What follows belongs to an exercise in optimizing a design on an open flow for a short achievable clock period and few clock cycles; a production flow would make more cautious choices.
Only simulation tests tie the RTL to the original design; equivalence was not proved.
No activity file was given, so power comes from the tool's default toggle rates.

==> v6: inputs <==
==> flow/design.v <==
`timescale 1ns / 1ps
module mips(
    input clk,
    input reset,
    output [11:2] im_addr,
    input [31:0] im_rdata,
    output [11:2] dm_addr,
    output [31:0] dm_wdata,
    output dm_we,
    input [31:0] dm_rdata,
    output wb_en,
    output [4:0] wb_reg,
    output [31:0] wb_data,
    output [31:0] wb_pc
    );
    function [32:0] kadd;
        input [31:0] a;
        input [31:0] b;
        input        cin;
        reg [31:0] p, g, pp, gg;
        integer lv, i;
        begin
            p = a ^ b;
            g = a & b;
            pp = p;
            gg = g;
            for (lv = 1; lv < 32; lv = lv * 2)
                for (i = 31; i >= 0; i = i - 1)
                    if (i & lv) begin
                        gg[i] = gg[i] | (pp[i] & gg[(i & ~(lv - 1)) - 1]);
                        pp[i] = pp[i] & pp[(i & ~(lv - 1)) - 1];
                    end
            gg = gg | (pp & {32{cin}});
            kadd = {gg[31], p ^ {gg[30:0], cin}};
        end
    endfunction
    reg [31:0] pc_f;
    reg        v_d;
    reg [31:0] pc_d, pc8_d;
    reg [15:0] blo_d;
    reg        bc_d;
    reg [15:0] imm_d;
    reg [25:0] jidx_d;
    reg [31:0] rsv_d, rtv_d;         
    reg        addu_d, subu_d, jr_d, j_d, jal_d, beq_d, ori_d, lui_d, lw_d, sw_d;
    reg [4:0]  dst_d;
    reg        wr_d, urs_d, urt_d, bpt_d, early_d;
    reg        em_rs, em_rt;         
    reg        mm_rs, mm_rt;         
    reg        v_e;
    reg [31:0] pc_e, a_e, b_e, sd_e, ev_e, alt_e;
    reg [4:0]  dst_e;
    reg        wr_e, early_e, lw_e, sw_e, mem_e, sub_e;
    reg        chk_t_e, chk_n_e;
    reg        fs_lw_e;
    reg [31:0] ao_m, sd_m, pc_m;
    reg [31:1] wen_m;
    reg [11:2] da_m;
    reg [4:0]  dst_m;
    reg        wr_m, lw_m, we_m;
    reg [31:0] pc_w, wd_w;
    reg [4:0]  dst_w;
    reg        wr_w;
    reg [31:0] regs [1:31];
    integer i;
    wire [31:0] res_m = lw_m ? dm_rdata : ao_m;
    wire [5:0]  f_op = im_rdata[31:26];
    wire [5:0]  f_fn = im_rdata[5:0];
    wire [4:0]  f_rs = im_rdata[25:21];
    wire [4:0]  f_rt = im_rdata[20:16];
    wire [4:0]  f_rd = im_rdata[15:11];
    wire [15:0] f_imm = im_rdata[15:0];
    wire f_isR  = (f_op == 6'h00);
    wire f_addu = f_isR && (f_fn == 6'h21);
    wire f_subu = f_isR && (f_fn == 6'h23);
    wire f_jr   = f_isR && (f_fn == 6'h08);
    wire f_j    = (f_op == 6'h02);
    wire f_jal  = (f_op == 6'h03);
    wire f_beq  = (f_op == 6'h04);
    wire f_ori  = (f_op == 6'h0d);
    wire f_lui  = (f_op == 6'h0f);
    wire f_lw   = (f_op == 6'h23);
    wire f_sw   = (f_op == 6'h2b);
    wire [4:0] f_dst = (f_addu || f_subu) ? f_rd :
                       (f_ori || f_lui || f_lw) ? f_rt :
                       f_jal ? 5'd31 : 5'd0;
    wire f_urs = f_addu || f_subu || f_ori || f_lw || f_sw || f_beq || f_jr;
    wire f_urt = f_addu || f_subu || f_beq;
    wire [31:0] f_grs = (f_rs == 5'd0) ? 32'd0 : regs[f_rs];
    wire [31:0] f_grt = (f_rt == 5'd0) ? 32'd0 : regs[f_rt];
    wire [31:0] f_vrs = (wr_m && dst_m == f_rs) ? res_m : f_grs;
    wire [31:0] f_vrt = (wr_m && dst_m == f_rt) ? res_m : f_grt;
    wire [32:0] pc4_s = kadd({2'b00, pc_f[31:2]}, 32'd0, 1'b1);
    wire [32:0] pc8_s = kadd({3'b000, pc_f[31:3]}, 32'd0, 1'b1);
    wire [32:0] blo_s = kadd({16'd0, pc_f[17:2]}, {16'd0, f_imm}, 1'b1);
    wire [31:0] pc4_f = {pc4_s[29:0], pc_f[1:0]};
    wire [31:0] pc8_f = {pc8_s[28:0], pc_f[2:0]};
    wire d_jr   = v_d && jr_d;
    wire d_beq  = v_d && beq_d;
    wire d_lw   = v_d && lw_d;
    wire d_sw   = v_d && sw_d;
    wire d_wr   = v_d && wr_d;
    wire d_urs  = v_d && urs_d;
    wire d_urt  = v_d && urt_d;
    wire d_predt = v_d && (j_d || jal_d || jr_d || (beq_d && bpt_d));
    wire [31:0] fv_rs = em_rs ? eres : mm_rs ? res_m : rsv_d;
    wire [31:0] fv_rt = em_rt ? eres : mm_rt ? res_m : rtv_d;
    wire [31:0] fj_rs = em_rs ? ev_e : mm_rs ? res_m : rsv_d;
    wire [31:0] d_ev = jal_d ? pc8_d : lui_d ? {imm_d, 16'd0} : {16'd0, imm_d};
    wire stall = (lw_e && ((em_rs && d_urs) || (em_rt && d_urt))) ||
                 (d_jr && em_rs && !early_e) ||
                 (d_jr && mm_rs && lw_m);
    wire [13:0] phi = pc_d[31:18];
    wire [32:0] phi_p = kadd({18'd0, phi}, 32'd0, 1'b1);
    wire [32:0] phi_m = kadd({18'd0, phi}, 32'hffffffff, 1'b0);
    wire [13:0] bhi = (imm_d[15] == bc_d) ? phi :
                      imm_d[15] ? phi_m[13:0] : phi_p[13:0];
    wire [31:0] btgt_d = {bhi, blo_d, pc_d[1:0]};
    wire [31:0] d_target = (j_d || jal_d) ? {pc_d[31:28], jidx_d, 2'b00} :
                           jr_d ? fj_rs : btgt_d;
    wire [31:0] d_alt = bpt_d ? pc8_d : btgt_d;
    wire [31:0] esum = kadd(a_e, b_e, sub_e);
    wire [31:0] eres = esum;
    wire eeq = (a_e == b_e);
    wire mispredict = (chk_t_e && !eeq) || (chk_n_e && eeq);
    always @(posedge clk) begin
        if (reset)
            pc_f <= 32'h00003000;
        else if (mispredict)
            pc_f <= alt_e;
        else if (!stall)
            pc_f <= d_predt ? d_target : pc4_f;
        if (reset)
            v_d <= 1'b0;
        else if (!stall)
            v_d <= !mispredict;
        if (!stall) begin
            pc_d    <= pc_f;
            pc8_d   <= pc8_f;
            blo_d   <= blo_s[15:0];
            bc_d    <= blo_s[16];
            imm_d   <= f_imm;
            jidx_d  <= im_rdata[25:0];
            rsv_d   <= f_vrs;
            rtv_d   <= f_vrt;
            addu_d  <= f_addu;
            subu_d  <= f_subu;
            jr_d    <= f_jr;
            j_d     <= f_j;
            jal_d   <= f_jal;
            beq_d   <= f_beq;
            ori_d   <= f_ori;
            lui_d   <= f_lui;
            lw_d    <= f_lw;
            sw_d    <= f_sw;
            dst_d   <= f_dst;
            wr_d    <= (f_dst != 5'd0);
            urs_d   <= f_urs;
            urt_d   <= f_urt;
            bpt_d   <= (f_rs == f_rt) || f_imm[15];
            early_d <= f_jal || f_lui || (f_ori && f_rs == 5'd0);
            em_rs   <= d_wr && (dst_d == f_rs);
            em_rt   <= d_wr && (dst_d == f_rt);
            mm_rs   <= v_e && wr_e && (dst_e == f_rs);
            mm_rt   <= v_e && wr_e && (dst_e == f_rt);
        end else begin
            if (mm_rs) rsv_d <= res_m;
            if (mm_rt) rtv_d <= res_m;
            em_rs   <= 1'b0;
            em_rt   <= 1'b0;
            mm_rs   <= em_rs;
            mm_rt   <= em_rt;
        end
        if (reset)
            v_e <= 1'b0;
        else
            v_e <= !stall && v_d;
        pc_e    <= pc_d;
        a_e     <= jal_d ? pc8_d : fv_rs;
        b_e     <= (addu_d || beq_d) ? fv_rt :
                   subu_d ? ~fv_rt :
                   lui_d ? {imm_d, 16'd0} :
                   ori_d ? {16'd0, imm_d & ~fv_rs[15:0]} :
                   jal_d ? 32'd0 : {{16{imm_d[15]}}, imm_d};
        sd_e    <= fv_rt;
        ev_e    <= d_ev;
        alt_e   <= d_alt;
        dst_e   <= dst_d;
        wr_e    <= d_wr;
        early_e <= early_d;
        lw_e    <= lw_d;
        sw_e    <= sw_d;
        mem_e   <= d_lw || d_sw;
        sub_e   <= subu_d;
        chk_t_e <= !stall && d_beq && bpt_d && !mispredict;
        chk_n_e <= !stall && d_beq && !bpt_d && !mispredict;
        fs_lw_e  <= em_rt && d_sw && lw_e;
        if (reset) begin
            wr_m <= 1'b0;
            we_m <= 1'b0;
        end else begin
            wr_m <= v_e && wr_e;
            we_m <= v_e && sw_e;
        end
        pc_m  <= pc_e;
        ao_m  <= eres;
        da_m  <= esum[11:2];
        sd_m  <= fs_lw_e ? dm_rdata : sd_e;
        for (i = 1; i < 32; i = i + 1)
            wen_m[i] <= v_e && wr_e && (dst_e == i);
        dst_m <= dst_e;
        lw_m  <= lw_e;
        if (reset)
            wr_w <= 1'b0;
        else
            wr_w <= wr_m;
        pc_w  <= pc_m;
        wd_w  <= res_m;
        dst_w <= dst_m;
    end
    integer j;
    always @(posedge clk) begin
        for (j = 1; j < 32; j = j + 1)
            if (reset)
                regs[j] <= 32'd0;
            else if (wen_m[j])
                regs[j] <= res_m;
    end
    assign im_addr  = pc_f[11:2];
    assign dm_addr  = da_m;
    assign dm_wdata = sd_m;
    assign dm_we    = we_m;
    assign wb_en    = wr_w;
    assign wb_reg   = dst_w;
    assign wb_data  = wd_w;
    assign wb_pc    = pc_w;
endmodule
==> flow/flow/run.sh <==
#!/bin/bash
set -euo pipefail
bash standard.sh SETUP_SLACK_MARGIN=6 finish > standard.log 2>&1
==> flow/standard.sh <==
#!/bin/bash
# synth_recipe.tcl (not shown) runs the flow's synth.tcl, then flattens the netlist and writes it again
# the make line also repeats each setting of config.mk as NAME=value (left out here)
make -C /OpenROAD-flow-scripts/flow DESIGN_CONFIG=/design/flow/config.mk WORK_HOME=/design/flow/orfs CLKGATE_MAP_FILE= SYNTH_SCRIPT=/design/flow/synth_recipe.tcl "${@:-finish}"
==> flow/config.mk <==
export PLATFORM = sky130hd
export DESIGN_NAME = mips
export DESIGN_NICKNAME = mips
export VERILOG_FILES = /design/flow/design.v
export SDC_FILE = /design/flow/constraint.sdc
export NUM_CORES = 4
export LEC_CHECK = 0
export CAP_MARGIN = 20
export CORE_MARGIN = 2
export CORE_UTILIZATION = 35
export PLACE_DENSITY = 0.45
export SLEW_MARGIN = 20
==> flow/constraint.sdc <==
create_clock -name core_clock -period 8.5 [get_ports {clk}]
set_input_delay 1.7000 -clock core_clock [delete_from_list [all_inputs] [get_ports {clk}]]
set_output_delay 1.7000 -clock core_clock [all_outputs]
set_load 0.01 [all_outputs]
==> v19 (differences from v6) <==
==> flow/design.v, changed modules only <==
module mips(
    input clk,
    input reset,
    output [11:2] im_addr,
    input [31:0] im_rdata,
    output [11:2] dm_addr,
    output [31:0] dm_wdata,
    output dm_we,
    input [31:0] dm_rdata,
    output wb_en,
    output [4:0] wb_reg,
    output [31:0] wb_data,
    output [31:0] wb_pc
    );
    function [32:0] kadd;
        input [31:0] a;
        input [31:0] b;
        input        cin;
        reg [31:0] p, g, pp, gg;
        integer lv, i;
        begin
            p = a ^ b;
            g = a & b;
            pp = p;
            gg = g;
            for (lv = 1; lv < 32; lv = lv * 2)
                for (i = 31; i >= 0; i = i - 1)
                    if (i & lv) begin
                        gg[i] = gg[i] | (pp[i] & gg[(i & ~(lv - 1)) - 1]);
                        pp[i] = pp[i] & pp[(i & ~(lv - 1)) - 1];
                    end
            gg = gg | (pp & {32{cin}});
            kadd = {gg[31], p ^ {gg[30:0], cin}};
        end
    endfunction
    reg [31:0] pc_f;
    reg        v_d;
    reg [31:0] pc_d, pc8_d;
    reg [15:0] imm_d;
    reg [25:0] jidx_d;
    reg [31:0] rsg0_d, rsg1_d, rsg2_d, rsg3_d;
    reg [31:0] rtg0_d, rtg1_d, rtg2_d, rtg3_d;
    reg [1:0]  rsh_d, rth_d;
    reg        addu_d, subu_d, jr_d, j_d, jal_d, beq_d, ori_d, lui_d, lw_d, sw_d;
    reg [4:0]  dst_d;
    reg        wr_d, urs_d, urt_d, bpt_d, early_d;
    reg        em_rs, em_rt;         
    reg        mm_rs, mm_rt;         
    reg        ww_rs, ww_rt;         
    reg [15:0] bs0_d, bs1_d;         
    reg [3:0]  bg_d, bp_d;           
    reg [13:0] phip_d, phim_d;       
    reg        v_e;
    reg [31:0] pc_e, a_e, b_e, sd_e, ev_e, alt_e;
    reg [4:0]  dst_e;
    reg        wr_e, early_e, lw_e, sw_e, mem_e, sub_e;
    reg        chk_t_e, chk_n_e;
    reg        fs_lw_e;
    reg [31:0] ao_m, sd_m, pc_m;
    reg [31:1] wen_m;
    reg [11:2] da_m;
    reg [4:0]  dst_m;
    reg        wr_m, lw_m, we_m;
    reg [31:0] pc_w, wd_w, wv_w;
    reg [4:0]  dst_w;
    reg        wr_w;
    reg [31:0] regs [1:31];
    integer i;
    wire [31:0] res_m = lw_m ? dm_rdata : ao_m;
    genvar g;
    wire [5:0]  f_op = im_rdata[31:26];
    wire [5:0]  f_fn = im_rdata[5:0];
    wire [4:0]  f_rs = im_rdata[25:21];
    wire [4:0]  f_rt = im_rdata[20:16];
    wire [4:0]  f_rd = im_rdata[15:11];
    wire [15:0] f_imm = im_rdata[15:0];
    wire f_isR  = (f_op == 6'h00);
    wire f_addu = f_isR && (f_fn == 6'h21);
    wire f_subu = f_isR && (f_fn == 6'h23);
    wire f_jr   = f_isR && (f_fn == 6'h08);
    wire f_j    = (f_op == 6'h02);
    wire f_jal  = (f_op == 6'h03);
    wire f_beq  = (f_op == 6'h04);
    wire f_ori  = (f_op == 6'h0d);
    wire f_lui  = (f_op == 6'h0f);
    wire f_lw   = (f_op == 6'h23);
    wire f_sw   = (f_op == 6'h2b);
    wire [4:0] f_dst = (f_addu || f_subu) ? f_rd :
                       (f_ori || f_lui || f_lw) ? f_rt :
                       f_jal ? 5'd31 : 5'd0;
    wire f_urs = f_addu || f_subu || f_ori || f_lw || f_sw || f_beq || f_jr;
    wire f_urt = f_addu || f_subu || f_beq;
    wire [31:0] f_rsg0 = (f_rs[2:0] == 3'd0) ? 32'd0 : regs[{2'd0, f_rs[2:0]}];
    wire [31:0] f_rsg1 = regs[{2'd1, f_rs[2:0]}];
    wire [31:0] f_rsg2 = regs[{2'd2, f_rs[2:0]}];
    wire [31:0] f_rsg3 = regs[{2'd3, f_rs[2:0]}];
    wire [31:0] f_rtg0 = (f_rt[2:0] == 3'd0) ? 32'd0 : regs[{2'd0, f_rt[2:0]}];
    wire [31:0] f_rtg1 = regs[{2'd1, f_rt[2:0]}];
    wire [31:0] f_rtg2 = regs[{2'd2, f_rt[2:0]}];
    wire [31:0] f_rtg3 = regs[{2'd3, f_rt[2:0]}];
    wire [4:0] f_b0 [0:3];
    wire [4:0] f_b1 [0:3];
    generate
        for (g = 0; g < 4; g = g + 1) begin : bblk
            assign f_b0[g] = {1'b0, pc_f[4*g+5:4*g+2]} + {1'b0, f_imm[4*g+3:4*g]};
            assign f_b1[g] = {1'b0, pc_f[4*g+5:4*g+2]} + {1'b0, f_imm[4*g+3:4*g]} + 5'd1;
        end
    endgenerate
    wire [32:0] f_phip = kadd({18'd0, pc_f[31:18]}, 32'd0, 1'b1);
    wire [32:0] f_phim = kadd({18'd0, pc_f[31:18]}, 32'hffffffff, 1'b0);
    wire [32:0] pc4_s = kadd({2'b00, pc_f[31:2]}, 32'd0, 1'b1);
    wire [32:0] pc8_s = kadd({3'b000, pc_f[31:3]}, 32'd0, 1'b1);
    wire [31:0] pc4_f = {pc4_s[29:0], pc_f[1:0]};
    wire [31:0] pc8_f = {pc8_s[28:0], pc_f[2:0]};
    wire d_jr   = v_d && jr_d;
    wire d_beq  = v_d && beq_d;
    wire d_lw   = v_d && lw_d;
    wire d_sw   = v_d && sw_d;
    wire d_wr   = v_d && wr_d;
    wire d_urs  = v_d && urs_d;
    wire d_urt  = v_d && urt_d;
    wire d_predt = v_d && (j_d || jal_d || jr_d || (beq_d && bpt_d));
    wire [31:0] rsv_d = rsh_d[1] ? (rsh_d[0] ? rsg3_d : rsg2_d) : (rsh_d[0] ? rsg1_d : rsg0_d);
    wire [31:0] rtv_d = rth_d[1] ? (rth_d[0] ? rtg3_d : rtg2_d) : (rth_d[0] ? rtg1_d : rtg0_d);
    wire [31:0] bv_rs = ww_rs ? wv_w : rsv_d;
    wire [31:0] bv_rt = ww_rt ? wv_w : rtv_d;
    wire [31:0] fv_rs = em_rs ? eres : mm_rs ? res_m : bv_rs;
    wire [31:0] fv_rt = em_rt ? eres : mm_rt ? res_m : bv_rt;
    wire [31:0] fj_rs = em_rs ? ev_e : mm_rs ? res_m : bv_rs;
    wire [31:0] d_ev = jal_d ? pc8_d : lui_d ? {imm_d, 16'd0} : {16'd0, imm_d};
    wire stall = (lw_e && ((em_rs && d_urs) || (em_rt && d_urt))) ||
                 (d_jr && em_rs && !early_e) ||
                 (d_jr && mm_rs && lw_m);
    wire [31:0] fx_rs = mm_rs ? res_m : bv_rs;
    wire [31:0] fx_rt = mm_rt ? res_m : bv_rt;
    wire ea_sel = em_rs && !jal_d;
    wire eb_pos = em_rt && (addu_d || beq_d);
    wire [31:0] eb_neg = {32{em_rt && subu_d}} | {16'd0, imm_d & {16{em_rs && ori_d}}};
    wire [31:0] a_oth = ea_sel ? 32'd0 : jal_d ? pc8_d : fx_rs;
    wire [31:0] b_oth = (addu_d || beq_d) ? (em_rt ? 32'd0 : fx_rt) :
                        subu_d ? (em_rt ? 32'd0 : ~fx_rt) :
                        lui_d ? {imm_d, 16'd0} :
                        ori_d ? (em_rs ? 32'd0 : {16'd0, imm_d & ~fx_rs[15:0]}) :
                        jal_d ? 32'd0 : {{16{imm_d[15]}}, imm_d};
    wire [31:0] sd_oth = em_rt ? 32'd0 : fx_rt;
    wire bk1 = bp_d[0];
    wire bk2 = bk1 ? bp_d[1] : bg_d[1];
    wire bk3 = bk2 ? bp_d[2] : bg_d[2];
    wire bc_d = bk3 ? bp_d[3] : bg_d[3];
    wire [15:0] blo_d = {bk3 ? bs1_d[15:12] : bs0_d[15:12],
                         bk2 ? bs1_d[11:8]  : bs0_d[11:8],
                         bk1 ? bs1_d[7:4]   : bs0_d[7:4],
                         bs1_d[3:0]};
    wire [13:0] phi = pc_d[31:18];
    wire [13:0] bhi = (imm_d[15] == bc_d) ? phi :
                      imm_d[15] ? phim_d : phip_d;
    wire [31:0] btgt_d = {bhi, blo_d, pc_d[1:0]};
    wire [31:0] d_target = (j_d || jal_d) ? {pc_d[31:28], jidx_d, 2'b00} :
                           jr_d ? fj_rs : btgt_d;
    wire [31:0] pc_nm = stall ? pc_f : d_predt ? d_target : pc4_f;
    wire [31:0] d_alt = bpt_d ? pc8_d : btgt_d;
    wire [31:0] esum = kadd(a_e, b_e, sub_e);
    wire [31:0] eres = esum;
    wire eeq = (a_e == b_e);
    wire mispredict = (chk_t_e && !eeq) || (chk_n_e && eeq);
    always @(posedge clk) begin
        if (reset)
            pc_f <= 32'h00003000;
        else
            pc_f <= mispredict ? alt_e : pc_nm;
        if (reset)
            v_d <= 1'b0;
        else if (!stall)
            v_d <= !mispredict;
        if (!stall) begin
            pc_d    <= pc_f;
            pc8_d   <= pc8_f;
            imm_d   <= f_imm;
            jidx_d  <= im_rdata[25:0];
            rsg0_d  <= f_rsg0;
            rsg1_d  <= f_rsg1;
            rsg2_d  <= f_rsg2;
            rsg3_d  <= f_rsg3;
            rtg0_d  <= f_rtg0;
            rtg1_d  <= f_rtg1;
            rtg2_d  <= f_rtg2;
            rtg3_d  <= f_rtg3;
            rsh_d   <= f_rs[4:3];
            rth_d   <= f_rt[4:3];
            bs0_d   <= {f_b0[3][3:0], f_b0[2][3:0], f_b0[1][3:0], f_b0[0][3:0]};
            bs1_d   <= {f_b1[3][3:0], f_b1[2][3:0], f_b1[1][3:0], f_b1[0][3:0]};
            bg_d    <= {f_b0[3][4], f_b0[2][4], f_b0[1][4], f_b0[0][4]};
            bp_d    <= {f_b1[3][4], f_b1[2][4], f_b1[1][4], f_b1[0][4]};
            phip_d  <= f_phip[13:0];
            phim_d  <= f_phim[13:0];
            addu_d  <= f_addu;
            subu_d  <= f_subu;
            jr_d    <= f_jr;
            j_d     <= f_j;
            jal_d   <= f_jal;
            beq_d   <= f_beq;
            ori_d   <= f_ori;
            lui_d   <= f_lui;
            lw_d    <= f_lw;
            sw_d    <= f_sw;
            dst_d   <= f_dst;
            wr_d    <= (f_dst != 5'd0);
            urs_d   <= f_urs;
            urt_d   <= f_urt;
            bpt_d   <= (f_rs == f_rt) || f_imm[15];
            early_d <= f_jal || f_lui || (f_ori && f_rs == 5'd0);
            em_rs   <= d_wr && (dst_d == f_rs);
            em_rt   <= d_wr && (dst_d == f_rt);
            mm_rs   <= v_e && wr_e && (dst_e == f_rs);
            mm_rt   <= v_e && wr_e && (dst_e == f_rt);
            ww_rs   <= wr_m && (dst_m == f_rs);
            ww_rt   <= wr_m && (dst_m == f_rt);
        end else begin
            if (ww_rs) begin
                rsg0_d <= wv_w;
                rsg1_d <= wv_w;
                rsg2_d <= wv_w;
                rsg3_d <= wv_w;
            end
            if (ww_rt) begin
                rtg0_d <= wv_w;
                rtg1_d <= wv_w;
                rtg2_d <= wv_w;
                rtg3_d <= wv_w;
            end
            em_rs   <= 1'b0;
            em_rt   <= 1'b0;
            mm_rs   <= em_rs;
            mm_rt   <= em_rt;
            ww_rs   <= mm_rs;
            ww_rt   <= mm_rt;
        end
        if (reset)
            v_e <= 1'b0;
        else
            v_e <= !stall && v_d;
        pc_e    <= pc_d;
        a_e     <= ({32{ea_sel}} & eres) | a_oth;
        b_e     <= ({32{eb_pos}} & eres) | (eb_neg & ~eres) | b_oth;
        sd_e    <= ({32{em_rt}} & eres) | sd_oth;
        ev_e    <= d_ev;
        alt_e   <= d_alt;
        dst_e   <= dst_d;
        wr_e    <= d_wr;
        early_e <= early_d;
        lw_e    <= lw_d;
        sw_e    <= sw_d;
        mem_e   <= d_lw || d_sw;
        sub_e   <= subu_d;
        chk_t_e <= !stall && d_beq && bpt_d && !mispredict;
        chk_n_e <= !stall && d_beq && !bpt_d && !mispredict;
        fs_lw_e  <= em_rt && d_sw && lw_e;
        if (reset) begin
            wr_m <= 1'b0;
            we_m <= 1'b0;
        end else begin
            wr_m <= v_e && wr_e;
            we_m <= v_e && sw_e;
        end
        pc_m  <= pc_e;
        ao_m  <= eres;
        da_m  <= esum[11:2];
        sd_m  <= fs_lw_e ? dm_rdata : sd_e;
        for (i = 1; i < 32; i = i + 1)
            wen_m[i] <= v_e && wr_e && (dst_e == i);
        dst_m <= dst_e;
        lw_m  <= lw_e;
        if (reset)
            wr_w <= 1'b0;
        else
            wr_w <= wr_m;
        pc_w  <= pc_m;
        wd_w  <= res_m;
        if (wr_m)
            wv_w <= res_m;
        dst_w <= dst_m;
    end
    integer j;
    always @(posedge clk) begin
        for (j = 1; j < 32; j = j + 1)
            if (reset)
                regs[j] <= 32'd0;
            else if (wen_m[j])
                regs[j] <= res_m;
    end
    assign im_addr  = pc_f[11:2];
    assign dm_addr  = da_m;
    assign dm_wdata = sd_m;
    assign dm_we    = we_m;
    assign wb_en    = wr_w;
    assign wb_reg   = dst_w;
    assign wb_data  = wd_w;
    assign wb_pc    = pc_w;
endmodule
Settings changed: CTS_CLUSTER_DIAMETER set to 100, CTS_CLUSTER_SIZE set to 20.
==> notes <==
In v6 the clock skew is higher than in v19, by 9.4 ps.
Against v19, the utilization of v6 is higher by 0.50 points.
Of v19 and v6, v6 has the higher clock power (gap about 28%, measured against v6).
In v6 the sequential power is lower than in v19, by 18%.
==> figures <==
Outcome: v19 finished clean; v6 finished clean
First-pass iteration count of the detailed router: v19 8; v6 17
Multi-input gate area: v19 46100 um2; v6 37600 um2
Count of inverters not on the clock network in the layout: v19 126; v6 89
Worst setup EP type: v19 output pin; v6 register
Sequential Power: v19 9790 uW; v6 8000 uW
Cell area after synthesis: v19 84500 um2; v6 68700 um2
Post-layout total power: v19 20600 uW; v6 18700 uW
Cell internal power dissipation: v19 14000 uW; v6 13700 uW
Total of cells resized after clock tree synthesis: v19 2243; v6 2086
Testbench counts of v6, summed over its fixed seeds: cycles 61,848.
Testbench counts of v19, summed over its fixed seeds: cycles 61,848.

[separate check: timing with driven ports]
The results above use ideal ports. As a check the final layouts listed here were re-extracted and re-timed, cells and wires unchanged.
Step 1 (the two cells are an assumption about what drives the block):
set clk [get_ports {clk}]
set_driving_cell -lib_cell sky130_fd_sc_hd__clkbuf_16 $clk
set_driving_cell -lib_cell sky130_fd_sc_hd__buf_2 [delete_from_list [all_inputs] $clk]
Step 2 also shifts input and output timing later by t, the mid clock arrival at the registers, as if the neighbouring blocks saw the same clock.
a / b / c = no drivers / after step 1 / after step 2; a / b = the first two.
| run | shift t [ns] | setup WS [ns] | hold WS [ns] | cell pins on the clock port's net |
|---|---|---|---|---|
| v6 | 0.965 | 5.049 / 5.104 / 4.140 | 0.318 / 0.318 / 0.318 | 1 |
| v19 | 0.923 | 5.356 / 5.259 / 4.352 | 0.321 / 0.321 / 0.321 | 1 |
After both steps setup and hold are still met in every run listed. For v19, which loses most, drivers alone change the setup slack by -0.097 ns; drivers and shift together by -1.004 ns.
